From an optimization exercise on the open Yosys and OpenROAD flow, aimed at small area; shortcuts taken in it are not production practice.
The RTL was checked by simulation tests, not by an equivalence proof against the original design.
No driver is modelled on the clock port, so clocking that relies on it looks cheaper here than on a real chip.
Power and IR drop assume default switching activity.

**design/flow/design.v**
```verilog
module keyboard (input clk,
                 input reset,
                 input ps2_data,
                 input ps2_clk,
                 output [7:0] data_o);
localparam IDLE = 2'd0, RECV = 2'd1, READY = 2'd2;
reg [1:0]  state;
reg [15:0] rxtimeout_r;  
wire [15:0] rxtimeout = rxtimeout_r ^ 16'hAAAA;
reg [10:0] rxregister;   
reg [1:0]  clksr;
reg [7:0]  data_n;       
assign data_o = ~data_n;
wire timeout = (rxtimeout[0] & rxtimeout[1] & rxtimeout[2] & ~rxtimeout[3] & rxtimeout[4] & ~rxtimeout[5] & ~rxtimeout[6] & ~rxtimeout[7] & rxtimeout[8] & rxtimeout[9] & ~rxtimeout[12] & ~rxtimeout[13] & rxtimeout[14] & rxtimeout[15]);
wire idle = (state == IDLE);
always @(posedge clk) begin
  clksr <= {clksr[0], ps2_clk} | {2{reset}};
  if (idle) begin
    rxregister <= 11'h7ff;
    rxtimeout_r <= 16'hAAAA;
  end else begin
    rxtimeout_r <= {rxtimeout[14:0], ~(rxtimeout[15] ^ rxtimeout[12])} ^ 16'hAAAA;
    if (clksr == 2'b10)
      rxregister <= {ps2_data, rxregister[10:1]};
  end
  if (reset)
    data_n <= 8'hff;
  else if (state == READY)
    data_n <= ~rxregister[8:1];
  if (reset)
    state <= IDLE;
  else case (state)
    IDLE:  if (!ps2_data && clksr[1]) state <= RECV;
    RECV:  if (timeout) state <= IDLE;
           else if (!rxregister[0]) state <= READY;
    default: state <= IDLE;
  endcase
end
endmodule
module ps2_to_ascii(
    input [7:0] ps2_code,
    output reg [7:0] lcd_dbOut,
    output reg rsOut
);
always@* begin
    case (ps2_code)
        8'h5A : rsOut = 1'b0;  
        default : rsOut = 1'b1;
    endcase
end
always@* begin
    case(ps2_code)
        8'h1C : lcd_dbOut = 8'h61;  
        8'h32 : lcd_dbOut = 8'h62;  
        8'h21 : lcd_dbOut = 8'h63;  
        8'h23 : lcd_dbOut = 8'h64;  
        8'h24 : lcd_dbOut = 8'h65;  
        8'h2B : lcd_dbOut = 8'h66;  
        8'h34 : lcd_dbOut = 8'h67;  
        8'h33 : lcd_dbOut = 8'h68;  
        8'h43 : lcd_dbOut = 8'h69;  
        8'h3B : lcd_dbOut = 8'h6A;  
        8'h42 : lcd_dbOut = 8'h6B;  
        8'h4B : lcd_dbOut = 8'h6C;  
        8'h3A : lcd_dbOut = 8'h6D;  
        8'h31 : lcd_dbOut = 8'h6E;  
        8'h44 : lcd_dbOut = 8'h6F;  
        8'h4D : lcd_dbOut = 8'h70;  
        8'h15 : lcd_dbOut = 8'h71;  
        8'h2D : lcd_dbOut = 8'h72;  
        8'h1B : lcd_dbOut = 8'h73;  
        8'h2C : lcd_dbOut = 8'h74;  
        8'h3C : lcd_dbOut = 8'h75;  
        8'h2A : lcd_dbOut = 8'h76;  
        8'h1D : lcd_dbOut = 8'h77;  
        8'h22 : lcd_dbOut = 8'h78;  
        8'h35 : lcd_dbOut = 8'h79;  
        8'h1A : lcd_dbOut = 8'h7A;  
        8'h45 : lcd_dbOut = 8'h30;  
        8'h16 : lcd_dbOut = 8'h31;  
        8'h1E : lcd_dbOut = 8'h32;  
        8'h26 : lcd_dbOut = 8'h33;  
        8'h25 : lcd_dbOut = 8'h34;  
        8'h2E : lcd_dbOut = 8'h35;  
        8'h36 : lcd_dbOut = 8'h36;  
        8'h3D : lcd_dbOut = 8'h37;  
        8'h3E : lcd_dbOut = 8'h38;  
        8'h46 : lcd_dbOut = 8'h39;  
        8'h5A : lcd_dbOut = 8'hC0;  
        8'h29 : lcd_dbOut = 8'h20;  
        8'hF0 : lcd_dbOut = 8'hF0;  
        default : lcd_dbOut = 8'hF0;
    endcase
end
endmodule
module lcd (input clock,
            input internal_reset,
            input [8:0] d_in,
            input data_ready,
            output reg rs,
            output e,
            output reg [7:0] d,
            output busy_flag);
localparam [4:0] PW=5'd0, S1=5'd1, E1=5'd2, W1=5'd3, E2=5'd4, W2=5'd5, E3=5'd6, W3=5'd7, S4=5'd8, E4=5'd9, W4=5'd10, S5=5'd11, E5=5'd12, W5=5'd13, S6=5'd14, E6=5'd15, W6=5'd16, S7=5'd17, E7=5'd18, W7=5'd19, S8=5'd20, E8=5'd21, W8=5'd22, IDLE0=5'd23, IDLE1=5'd24, IDLE2=5'd25, SETUP=5'd26, EH=5'd27, WL=5'd28;
reg [4:0]  ph;
reg [19:0] t_r;     
wire [19:0] t = t_r ^ 20'hAAAAA;
reg start;
wire t_pw   = (~t[1] & t[2] & ~t[3] & t[4] & ~t[5] & t[6] & t[7] & t[8] & t[9] & ~t[10] & t[11] & ~t[12] & t[13] & t[14] & ~t[16] & ~t[17] & ~t[18] & ~t[19]);
wire t_w5   = (t[2] & ~t[4] & t[5] & ~t[6] & t[8] & t[9] & t[10] & ~t[11] & ~t[13] & t[14] & ~t[15] & ~t[16] & t[19]);
wire t_w200 = (t[0] & ~t[5] & t[6] & ~t[7] & t[9] & ~t[11] & t[12] & t[15]);
wire t_w60  = (~t[5] & t[6] & ~t[7] & ~t[10] & t[12] & t[18]);
wire t_w40  = (t[8] & t[12] & ~t[13] & t[15] & t[19]);
wire t_w2   = (t[2] & ~t[4] & ~t[5] & t[6] & t[8] & t[9] & ~t[10] & t[11] & t[13] & t[14] & t[15] & t[19]);
wire t_e6   = (t[4]);
wire t_su   = (t[3]);
reg done;
always @* begin
  case (ph)
    PW: done = t_pw;
    E1, E4, E5, E6, E7, E8, EH: done = t_e6;
    W1, W6: done = t_w5;
    W2, W3: done = t_w200;
    W4, W5, W7, W8: done = t_w60;
    SETUP: done = t_su;
    WL: done = rs ? t_w40 : t_w2;
    IDLE2: done = 1'b0;
    default: done = 1'b1;
  endcase
end
wire idle = (ph == IDLE0) || (ph == IDLE1) || (ph == IDLE2);
wire accept = idle && start;
assign e = (ph == E1) || (ph == E2) || (ph == E3) || (ph == E4) || (ph == E5) ||
           (ph == E6) || (ph == E7) || (ph == E8) || (ph == EH);
assign busy_flag = !idle;
always @(posedge clock) begin
  if (internal_reset || done || idle)
    t_r <= {17'd0, {3{ph == IDLE2 && !internal_reset}}} ^ 20'hAAAAA;
  else
    t_r <= {t[18:0], ~(t[19] ^ t[16])} ^ 20'hAAAAA;
  if (internal_reset) begin
    ph <= PW;
    start <= 1'b0;
    rs <= 1'b0;
    d <= 8'h00;
  end else begin
    if (accept)
      start <= 1'b0;
    else if (data_ready)
      start <= 1'b1;
    if (accept) begin
      rs <= d_in[8];
      d <= d_in[7:0];
      ph <= SETUP;
    end else if (done) begin
      case (ph)
        PW: d <= 8'h30;
        W3: d <= 8'h38;
        W4: d <= 8'h08;
        W5: d <= 8'h01;
        W6: d <= 8'h06;
        W7: d <= 8'h0C;
        default: ;
      endcase
      ph <= (ph == WL) ? IDLE0 : ph + 5'd1;
    end
  end
end
endmodule
module controller(input clk,
                  input lcd_busy,
                  input internal_reset,
                  input [7:0] d_i,
                  output reg data_ready);
reg r;
wire is_f0 = (d_i == 8'hF0);
always @(posedge clk) begin
  if (internal_reset) begin
    data_ready <= 1'b0;
    r <= 1'b0;
  end else if (r && !is_f0) begin
    data_ready <= 1'b1;
    r <= 1'b0;
  end else begin
    if (lcd_busy)
      data_ready <= 1'b0;
    if (!lcd_busy && is_f0)
      r <= 1'b1;
  end
end
endmodule
module top(input clk,
           input ps2_clk,
           input ps2_data,
           input internal_reset_lcd,
           output rs,
           output e,
           output [7:0] d
           );
wire [7:0] scan;
wire [8:0] ch;
wire data_ready;
wire busy;
keyboard kb(.clk(clk), .reset(internal_reset_lcd), .ps2_data(ps2_data), .ps2_clk(ps2_clk), .data_o(scan));
ps2_to_ascii p2a(.ps2_code(scan), .lcd_dbOut(ch[7:0]), .rsOut(ch[8]));
controller ctl(.clk(clk), .lcd_busy(busy), .internal_reset(internal_reset_lcd), .d_i(scan), .data_ready(data_ready));
lcd l(.clock(clk), .internal_reset(internal_reset_lcd), .d_in(ch), .data_ready(data_ready),
      .rs(rs), .e(e), .d(d), .busy_flag(busy));
endmodule
```
**design/flow/flow/run.sh**
```bash
#!/bin/bash
# Own layout flow:
#  2. candidate netlists with the same flip-flops, mapped with stronger ABC
#     scripts: (a) the standard netlist's logic re-mapped, (b-d) design.v
#     synthesised again, its flip-flops renamed to the standard names; each must be proven equal to the standard netlist (flip-flops
#     paired by name, logic compared by SAT); the smaller one is used;
#  3. the standard ORFS steps from floorplan on, with a smaller clock tree and
#     the smallest port buffers, and clock buffers with many sinks upsized.
set -euo pipefail
W=$(pwd)
R=$W/orfs/results/$FLOW_PLATFORM/top/base
LIB=$FLOW_HOME/platforms/$FLOW_PLATFORM/lib/sky130_fd_sc_hd__tt_025C_1v80.lib
YOSYS=yosys
[[ -x $FLOW_HOME/../tools/install/yosys/bin/yosys ]] && YOSYS=$FLOW_HOME/../tools/install/yosys/bin/yosys
export REOPT_LIB=$LIB REOPT_DONT_USE="$(cat $W/flow/dont_use.txt)" REOPT_SCRIPT=$W/flow/deep.abc

bash standard.sh synth > 1_standard_synth.log 2>&1
cp $R/1_2_yosys.v $W/std_synth.v
python3 $W/flow/cutff.py $W/std_synth.v $W/std_cut.v

# candidates: a = the standard netlist re-mapped; b, c, d = design.v
# synthesised again with three ABC scripts
REOPT_IN=$W/std_synth.v REOPT_OUT=$W/cand_a.v $YOSYS -c $W/flow/reopt.tcl > 1_reopt_a.log 2>&1 &
i=0
for c in b c d; do
  i=$((i+1)); scr=$W/flow/deep.abc; [[ $i -gt 1 ]] && scr=$W/flow/deep$i.abc
  REOPT_SCRIPT=$scr OWN_DESIGN=$FLOW_DESIGN REOPT_OUT=$W/own_$c.v \
    $YOSYS -c $W/flow/ownsyn.tcl > 1_ownsyn_$c.log 2>&1 &
done
wait || true

best=""; best_area=""
for c in a b c d; do
  f=$W/cand_$c.v
  if [[ $c != a ]]; then
    [[ -s $W/own_$c.v ]] && python3 $W/flow/rename_ff.py $W/std_synth.v $W/own_$c.v $f > 1_rename_$c.log 2>&1 || continue
  fi
  [[ -s $f ]] || continue
  python3 $W/flow/cutff.py $f $W/cand_${c}_cut.v || continue
  if REQ_GOLD=$W/std_cut.v REQ_GATE=$W/cand_${c}_cut.v REQ_LIB=$LIB \
       $YOSYS -c $W/flow/equiv.tcl > 1_equiv_$c.log 2>&1; then
    a=$(python3 $W/flow/area.py $LIB $f)
    echo "candidate $c: area $a (proven equal to the standard netlist)" | tee -a 1_choice.log
    if [[ -z $best ]] || python3 -c "import sys; sys.exit(0 if $a < $best_area else 1)"; then
      best=$f; best_area=$a
    fi
  else
    echo "candidate $c: not proven equal, not used" | tee -a 1_choice.log
  fi
done
if [[ -n $best ]]; then
  echo "using $best" | tee -a 1_choice.log
  cp $best $R/1_2_yosys.v
  rm -f $R/1_synth.odb $R/1_synth.sdc
else
  echo "using the standard netlist" | tee -a 1_choice.log
fi

# smaller clock tree (no dummy loads, small buffers) and the smallest
# buffer on each port
VARS=("CTS_ARGS=-sink_clustering_enable -repair_clock_nets -dont_use_dummy_load $(cat $W/flow/cts_args.txt)"
      "BUFFER_PORTS_ARGS=-buffer_cell sky130_fd_sc_hd__buf_1")
bash standard.sh "${VARS[@]}" cts > 2_standard_to_cts.log 2>&1

# clock buffers with many flip-flops get a larger size (clock-pin slew)
LIB_FILE=$LIB CLKFIX_DB=$R/4_cts.odb CLKFIX_MIN_FANOUT=10 \
  openroad -no_init -exit $W/flow/clkfix.tcl > 3_clkfix.log 2>&1

bash standard.sh "${VARS[@]}" finish > 4_standard_finish.log 2>&1
```
**design/flow/flow/area.py**
```python
#!/usr/bin/env python3
"""Total cell area of a netlist. usage: area.py LIB NETLIST"""
import re, sys
area = {}; cur = None
for line in open(sys.argv[1]):
    m = re.match(r'\s*cell\s*\(\s*"?(\w+)"?\s*\)', line)
    if m:
        cur = m.group(1); continue
    m = re.match(r'\s*area\s*:\s*([\d.]+)', line)
    if m and cur and cur not in area:
        area[cur] = float(m.group(1))
v = open(sys.argv[2]).read()
print('%.4f' % sum(area.get(c, 0.0) for c in re.findall(r'^\s*(sky130_fd_sc_hd__\w+)\s', v, re.M)))
```
**design/flow/flow/clkfix.tcl**
```tcl
# After CTS: clock buffers that drive many flip-flops get the next larger
# size, so that every flip-flop clock pin keeps a small slew; then legalize.
read_liberty $::env(LIB_FILE)
read_db $::env(CLKFIX_DB)
set n 0
foreach inst [[ord::get_db_block] getInsts] {
  set m [[$inst getMaster] getName]
  if {![string match sky130_fd_sc_hd__clkbuf_4 $m]} { continue }
  set fo 0
  foreach it [$inst getITerms] {
    if {[$it isOutputSignal]} {
      set net [$it getNet]
      if {$net ne "NULL"} { set fo [expr {[llength [$net getITerms]] - 1}] }
    }
  }
  if {$fo >= $::env(CLKFIX_MIN_FANOUT)} {
    replace_cell [$inst getName] sky130_fd_sc_hd__clkbuf_8
    incr n
  }
}
puts "clkfix: upsized $n clock buffers"
detailed_placement
check_placement
write_db $::env(CLKFIX_DB)
```
**design/flow/flow/cts_args.txt**
```
-buf_list sky130_fd_sc_hd__clkbuf_4
```
**design/flow/flow/cutff.py**
```python
#!/usr/bin/env python3
"""Cut the flip-flops of a flat netlist: each flip-flop's Q becomes an input
port and its D an output port, named after the instance, so two netlists
with the same flip-flops can be compared as combinational logic.
usage: cutff.py IN.v OUT.v"""
import re, sys
src = open(sys.argv[1]).read()
inst_re = re.compile(r'\n\s*(sky130_fd_sc_hd__df\w+)\s+(\\\S+|\w+)\s*\((.*?)\);', re.S)
ports = []
decls = []
assigns = []
def repl(m):
    name = m.group(2)
    pins = dict(re.findall(r'\.(\w+)\s*\(\s*(.*?)\s*\)\s*(?:,|$)', m.group(3), re.S))
    base = 'ff_' + re.sub(r'\W', '_', name.lstrip('\\'))
    ports.extend([base + '_q', base + '_d'])
    decls.append('  input %s_q;\n  output %s_d;\n' % (base, base))
    assigns.append('  assign %s = %s_q;\n  assign %s_d = %s;\n' % (pins['Q'], base, base, pins['D']))
    return '\n'
body = inst_re.sub(repl, src)
m = re.search(r'module\s+top\s*\((.*?)\);', body, re.S)
body = body[:m.end(1)] + ', ' + ', '.join(ports) + body[m.end(1):]
i = body.index(';', m.start()) + 1
body = body[:i] + '\n' + ''.join(decls) + body[i:]
body = body.replace('endmodule', ''.join(assigns) + 'endmodule')
open(sys.argv[2], 'w').write(body)
```
**design/flow/flow/deep.abc**
```
strash
&get -n
&deepsyn -T 240
&put
dch -f
amap
topo
```
**design/flow/flow/deep2.abc**
```
strash
&get -n
&deepsyn -T 240
&put
dch -f
amap
strash
dch -f
amap
topo
```
**design/flow/flow/deep3.abc**
```
strash
&get -n
&deepsyn -T 240
&put
dch -f
amap
topo
&get -n
&st
&dch -f
&nf -a -p -R 1000
&put
topo
```
**design/flow/flow/dont_use.txt**
```
-dont_use sky130_fd_sc_hd__probe_p_8 -dont_use sky130_fd_sc_hd__probec_p_8 -dont_use sky130_fd_sc_hd__lpflow_bleeder_1 -dont_use sky130_fd_sc_hd__lpflow_clkbufkapwr_1 -dont_use sky130_fd_sc_hd__lpflow_clkbufkapwr_16 -dont_use sky130_fd_sc_hd__lpflow_clkbufkapwr_2 -dont_use sky130_fd_sc_hd__lpflow_clkbufkapwr_4 -dont_use sky130_fd_sc_hd__lpflow_clkbufkapwr_8 -dont_use sky130_fd_sc_hd__lpflow_clkinvkapwr_1 -dont_use sky130_fd_sc_hd__lpflow_clkinvkapwr_16 -dont_use sky130_fd_sc_hd__lpflow_clkinvkapwr_2 -dont_use sky130_fd_sc_hd__lpflow_clkinvkapwr_4 -dont_use sky130_fd_sc_hd__lpflow_clkinvkapwr_8 -dont_use sky130_fd_sc_hd__lpflow_decapkapwr_12 -dont_use sky130_fd_sc_hd__lpflow_decapkapwr_3 -dont_use sky130_fd_sc_hd__lpflow_decapkapwr_4 -dont_use sky130_fd_sc_hd__lpflow_decapkapwr_6 -dont_use sky130_fd_sc_hd__lpflow_decapkapwr_8 -dont_use sky130_fd_sc_hd__lpflow_inputiso0n_1 -dont_use sky130_fd_sc_hd__lpflow_inputiso0p_1 -dont_use sky130_fd_sc_hd__lpflow_inputiso1n_1 -dont_use sky130_fd_sc_hd__lpflow_inputiso1p_1 -dont_use sky130_fd_sc_hd__lpflow_inputisolatch_1 -dont_use sky130_fd_sc_hd__lpflow_isobufsrc_1 -dont_use sky130_fd_sc_hd__lpflow_isobufsrc_16 -dont_use sky130_fd_sc_hd__lpflow_isobufsrc_2 -dont_use sky130_fd_sc_hd__lpflow_isobufsrc_4 -dont_use sky130_fd_sc_hd__lpflow_isobufsrc_8 -dont_use sky130_fd_sc_hd__lpflow_isobufsrckapwr_16 -dont_use sky130_fd_sc_hd__lpflow_lsbuf_lh_hl_isowell_tap_1 -dont_use sky130_fd_sc_hd__lpflow_lsbuf_lh_hl_isowell_tap_2 -dont_use sky130_fd_sc_hd__lpflow_lsbuf_lh_hl_isowell_tap_4 -dont_use sky130_fd_sc_hd__lpflow_lsbuf_lh_isowell_4 -dont_use sky130_fd_sc_hd__lpflow_lsbuf_lh_isowell_tap_1 -dont_use sky130_fd_sc_hd__lpflow_lsbuf_lh_isowell_tap_2 -dont_use sky130_fd_sc_hd__lpflow_lsbuf_lh_isowell_tap_4 -dont_use sky130_fd_sc_hd__fill_1 -dont_use sky130_fd_sc_hd__fill_2 -dont_use sky130_fd_sc_hd__fill_4 -dont_use sky130_fd_sc_hd__fill_8
```
**design/flow/flow/equiv.tcl**
```tcl
# Combinational equivalence of two netlists whose flip-flops have been cut
# (cutff.py): same next states and outputs for every state and input.
set lib $::env(REQ_LIB)
yosys read_liberty -ignore_miss_func $lib
yosys read_verilog $::env(REQ_GOLD)
yosys rename top gold
yosys read_verilog $::env(REQ_GATE)
yosys rename top gate
yosys flatten
yosys opt_clean
yosys miter -equiv -flatten -make_assert gold gate miter
yosys hierarchy -top miter
yosys sat -verify -prove-asserts -show-ports miter
```
**design/flow/flow/ownsyn.tcl**
```tcl
# Synthesis of design.v with a stronger ABC script; flip-flops are renamed
# afterwards (rename_ff.py) to the standard synthesis's names.
set lib $::env(REOPT_LIB)
set dont_use $::env(REOPT_DONT_USE)
yosys read_verilog -defer -sv $::env(OWN_DESIGN)
yosys hierarchy -check -top top
yosys synth -top top -flatten -nofsm -noshare
yosys dfflibmap -liberty $lib {*}$dont_use
yosys opt
yosys abc -script $::env(REOPT_SCRIPT) -liberty $lib {*}$dont_use
yosys opt_clean -purge
yosys hilomap -singleton -hicell sky130_fd_sc_hd__conb_1 HI -locell sky130_fd_sc_hd__conb_1 LO
yosys splitnets
yosys opt_clean -purge
yosys insbuf -buf sky130_fd_sc_hd__buf_4 A X
yosys stat -liberty $lib
yosys write_verilog -noattr -nohex -nodec $::env(REOPT_OUT)
```
**design/flow/flow/rename_ff.py**
```python
#!/usr/bin/env python3
"""Give the flip-flops of our netlist the instance names the standard synthesis
gave them, pairing flip-flops by the net their Q pin drives.
usage: rename_ff.py STD.v OURS.v OUT.v   (exit 1 if they do not pair up)"""
import re, sys
inst_re = re.compile(r'(\n\s*)(sky130_fd_sc_hd__df\w+)\s+(\\\S+|\w+)(\s*\()(.*?)\);', re.S)
def ffs(txt):
    out = {}
    for m in inst_re.finditer(txt):
        q = re.search(r'\.Q\(\s*(.*?)\s*\)', m.group(5), re.S).group(1).strip()
        out[q] = (m.group(2), m.group(3))
    return out
std = open(sys.argv[1]).read()
ours = open(sys.argv[2]).read()
s, o = ffs(std), ffs(ours)
# a flip-flop whose Q net got another (aliased) name pairs by elimination,
# only when a single one is left on each side
ls, lo = sorted(set(s) - set(o)), sorted(set(o) - set(s))
if len(ls) == 1 and len(lo) == 1:
    o[ls[0]] = o.pop(lo[0])
    alias = {lo[0]: ls[0]}
else:
    alias = {}
if set(s) != set(o) or len(s) != len(re.findall(r'sky130_fd_sc_hd__df', std)) \
        or any(s[q][0] != o[q][0] for q in s):
    sys.stderr.write('flip-flops do not pair up: %d vs %d\n' % (len(s), len(o)))
    sys.exit(1)
def repl(m):
    q = re.search(r'\.Q\(\s*(.*?)\s*\)', m.group(5), re.S).group(1).strip()
    name = s[alias.get(q, q)][1]
    if not name.startswith('\\'):
        name = name
    return '%s%s %s %s%s);' % (m.group(1), m.group(2), name, m.group(4).lstrip(), m.group(5))
out = inst_re.sub(repl, ours)
open(sys.argv[3], 'w').write(out)
print('renamed %d flip-flops' % len(o))
```
**design/flow/flow/reopt.tcl**
```tcl
# Re-map the combinational logic of a synthesised netlist with a stronger ABC
# script; flip-flop instances (and their names) are kept as they are.
set lib $::env(REOPT_LIB)
set dont_use $::env(REOPT_DONT_USE)
set script $::env(REOPT_SCRIPT)
yosys read_liberty -ignore_miss_func $lib
yosys read_verilog $::env(REOPT_IN)
yosys hierarchy -top top
# keep sequential cells as instances
foreach c {dfxtp_1 dfxtp_2 dfxtp_4 dfrtp_1 dfstp_1 conb_1 edfxtp_1} {
  catch {yosys setattr -mod -set keep_hierarchy 1 sky130_fd_sc_hd__$c}
}
yosys flatten
yosys opt_clean -purge
yosys stat -liberty $lib
yosys techmap
yosys opt -fast
yosys abc -script $script -liberty $lib {*}$dont_use
yosys opt_clean -purge
yosys hilomap -singleton -hicell sky130_fd_sc_hd__conb_1 HI -locell sky130_fd_sc_hd__conb_1 LO
yosys splitnets
yosys opt_clean -purge
yosys insbuf -buf sky130_fd_sc_hd__buf_4 A X
yosys stat -liberty $lib
yosys select top
yosys write_verilog -noattr -nohex -nodec -selected $::env(REOPT_OUT)
```
**design/flow/standard.sh**
```bash
#!/bin/bash
# synth_recipe.tcl (not shown) runs the flow's synth.tcl, then flattens the netlist and writes it again
# the make line also repeats each setting of config.mk as NAME=value (left out here)
make -C /OpenROAD-flow-scripts/flow DESIGN_CONFIG=/design/flow/config.mk WORK_HOME=/design/flow/orfs CLKGATE_MAP_FILE= SYNTH_SCRIPT=/design/flow/synth_recipe.tcl "${@:-finish}"
```
**design/flow/config.mk**
```make
export PLATFORM = sky130hd
export DESIGN_NAME = top
export DESIGN_NICKNAME = top
export VERILOG_FILES = /design/flow/design.v
export SDC_FILE = /design/flow/constraint.sdc
export NUM_CORES = 4
export LEC_CHECK = 0
export CAP_MARGIN = 20
export CORE_MARGIN = 2
export CORE_UTILIZATION = 40
export SLEW_MARGIN = 20
```
**design/flow/constraint.sdc**
```tcl
create_clock -name core_clock -period 100.0 [get_ports {clk}]
set_input_delay 20.0000 -clock core_clock [delete_from_list [all_inputs] [get_ports {clk}]]
set_output_delay 20.0000 -clock core_clock [all_outputs]
set_load 0.01 [all_outputs]
```
==> run notes <==
==> cell type report <==
cell class                 count  area [µm²]  share of cell area (%)
inverter                       8        30.0                   0.951
tap                           99         124                    3.92
clock buffer                   9        92.6                    2.93
sequential                    76        1520                    48.2
timing repair buffer          13        48.8                    1.55
multi-input combinational    253        1340                    42.5
==> registers in the layout, summed over array words and instances, names as in the netlist <==
register	count
kb.rxtimeout_r	16
l.ph	5
l.rs	1
ctl.data_ready	1
ctl.r	1
l.start	1
kb.state	2
l.d	8
kb.clksr	2
l.t_r	20
kb.data_n	8
kb.rxregister	11
==> worst register-to-register path, stage by stage, from the launching register on <==
cell      delay, ps
dfxtp_1         590
nand2_1         120
nor2b_1         160
or3b_1          360
o21ai_0         150
o22ai_1         180
a31oi_1         200
mux2i_1         210
o211ai_1        150
a21o_1          220
or2_0           270
nor2_1          500
nand2_1         120
==> through the flow <==
step	cells	total power, mW	worst slack [ps]	hold slack, ps
finish	458	0.0468	77860	374
detailed placement	449	0.0326	78220	365
global route	458	0.0488	77680	397
CTS	458	0.0456	77850	367
floorplan	337	0.0321	78610	343
global placement	449	0.0326	78290	357
==> how the worst min path moves through the flow <==
stage	from	endpoint	slack, ps
3_5_place_dp	kb.rxtimeout_r[10]$_SDFF_PP0_	kb.rxtimeout_r[11]$_SDFF_PP1_	360
3_3_place_gp	kb.rxtimeout_r[10]$_SDFF_PP0_	kb.rxtimeout_r[11]$_SDFF_PP1_	360
4_1_cts	kb.rxtimeout_r[10]$_SDFF_PP0_	kb.rxtimeout_r[11]$_SDFF_PP1_	370
5_1_grt	kb.rxtimeout_r[0]$_SDFF_PP0_	kb.rxtimeout_r[1]$_SDFF_PP1_	400
6_report	kb.rxtimeout_r[0]$_SDFF_PP0_	kb.rxtimeout_r[1]$_SDFF_PP1_	370
2_1_floorplan	kb.rxtimeout_r[10]$_SDFF_PP0_	kb.rxtimeout_r[11]$_SDFF_PP1_	340
==> power by group through the flow <==
stage	Sequential, mW	Combinational (mW)	Clock [mW]
floorplan	0.0314	0.000788	0
global placement	0.0314	0.00118	0
detailed placement	0.0314	0.00120	0
CTS	0.0307	0.00120	0.0137
global route	0.0307	0.00135	0.0167
finish	0.0307	0.00117	0.0149
==> per-layer routing <==
layer  up-vias  part of all wire, %  GRT usage (%)
met5         -                    0              0
met4         0                  1.5           6.78
met3        10                  4.1           4.99
met2        42                   45           25.0
met1      1106                   50           21.2
li1       1248                    -              -
==> cells in the final DEF, fill, tap and decap left out, types with 8 or more instances in the layout <==
master	n
a21oi_1	25
buf_1	13
clkinv_1	8
dfxtp_1	76
nand2_1	48
nand3_1	10
nor2_1	56
nor3_1	8
o21ai_0	16
o22a_1	12
==> results.py <==
metrics = {
    "clock_tree": {
        "numCtsBuffers": 9,
        "cts_setup_buffers": 0,
        "clkLatencyLatePin_ps": 410,
        "clk_pin_slew_ps": 100,
        "cts_root_buf": "clkbuf_4",
        "clock-sinks": 76,
        "cts_htree_levels": 3,
        "post_cts_resized": 0,
        "ctsHoldBuffers": 0,
        "clk_path_buf_depth": 2,
        "cts_tree": "built",
    },
    "floorplanning": {
        "io_pins": 14,
        "core_area_um2": 7140,
        "initial_utilization_pct": 40.5,
        "die_w_um": 89.0,
        "fp.dieH_um": 89.0,
        "std_cell_rows": 31,
        "die_area_um2": 7930,
    },
    "critical_path": {
        "cp-endpoint": "e",
        "rr_endpoint": "l.t_r[9]$_SDFF_PP1_",
        "crit_type": "flip-flop to primary output",
        "path_cells": "nand2_1 > nor2b_1 > or3b_1 > o21ai_0 > o22ai_1 > buf_1",
        "reg2reg_from": "l.ph[1]$_SDFFE_PP0P_",
        "critPathBufInv": 1,
        "regToRegSetupSlack_ps": 96620,
        "crit_slowest_cell": "dfxtp_1",
        "cp-end-kind": "primary output",
        "cp.required_ps": 80000,
        "crit_path_max_fanout": 14,
        "rr_worst_depth": 12,
        "arrival_ps": 2140,
        "max_stage_delay_ps": 590,
        "critPathTopFamily": "simple AND/OR/NAND/NOR gates",
        "startpoint_type": "flip-flop",
        "worstSetupPathDepth": 6,
        "crit_start": "l.ph[1]$_SDFFE_PP0P_",
    },
    "detailed_routing": {
        "wl_per_cell_um": 13.1,
        "drtIter0Drc": 138,
        "wl_um": 6000,
        "via_per_inst": 5.25,
        "antenna_left": 0,
        "drc_errors": 0,
        "drt_pass1_iterations": 4,
        "routed-via-count": 2406,
    },
    "yosys": {
        "avgSynthCellArea_um2": 8.58,
        "yosys_warnings": 4,
        "synthesis.nets": 341,
        "syn_area_um2": 2890,
        "synthCells": 337,
    },
    "finish": {
        "postLayoutCoreUtil_pct": 44.2,
        "drive_above_1_share_pct": 2.51,
        "diodes": 0,
        "postLayoutCellArea_um2": 3160,
        "fin_nets": 365,
        "fillers": 737,
        "syn_to_final_growth_pct": 9.17,
    },
    "sta": {
        "slew_headroom_pct": 50.2,
        "finalClockSkew_ps": 32.6,
        "fmax_mhz": 45.2,
        "post-route-min-period_ps": 22140,
        "setup_viol": 0,
        "tightest_slew_ps": 742,
        "hold_viol": 0,
        "slew_violations": 0,
        "fin_crit_sh_pct": 22.1,
        "rsz0062_at_grt": "false",
        "setup_tns_ps": 0,
    },
    "global_routing": {
        "overflow": 0,
        "grt_pass1_vias": 2170,
        "antenna_found_initial": 0,
        "grt_util_all_layers_pct": 16.2,
        "grt_pass1_wl_um": 10000,
        "grt_max_degree": 17,
    },
    "pwr": {
        "p_leak_nw": 1.09,
        "combPwrFrac_pct": 2.5,
        "p_sw_share_pct": 21.6,
        "switching_power_uw": 10.1,
        "power_frac_seq_pct": 65.6,
        "pwr_density_cell_nw_per_um2": 14.8,
        "power.clock.fraction_pct": 31.9,
        "irDropWorstVdd_v": 0.00000696,
        "p_int_uw": 36.7,
    },
    "placement": {
        "hpwlAfterDp_um": 4280,
        "gp_congestion": 0.821,
        "port_buffers": 13,
        "place_area_um2": 3070,
    },
    "min_path": {
        "hold_class": "flip-flop to flip-flop",
        "hold_depth": 1,
    },
    "outcome": {
        "status": "timing/DRC/antenna clean",
    },
    "flow_run": {
        "cap_viol_max_count": 0,
    },
}

==> separate check: timing with driven ports <==
No port has a modelled driver above. Below, the same layout with a new extraction and two added sets of constraints.
Step 1 (the two cells are an assumption about what drives the block):
set clk [get_ports {clk}]
set_driving_cell -lib_cell sky130_fd_sc_hd__clkbuf_16 $clk
set_driving_cell -lib_cell sky130_fd_sc_hd__buf_2 [delete_from_list [all_inputs] $clk]
Step 2 also shifts input and output timing later by t, the mid clock arrival at the registers, as if the neighbouring blocks saw the same clock.
a / b / c = no drivers / after step 1 / after step 2; a / b = the first two.
shift t [ns]: 0.425
slack for setup (ns): 77.861 / 77.834 / 78.153
worst hold slack (ns): 0.374 / 0.374 / 0.374
cell pins on the clock port's net: 1
After both steps this run still meets setup and hold. The setup slack of this run moves by -0.027 ns with the drivers and by +0.292 ns with both steps.
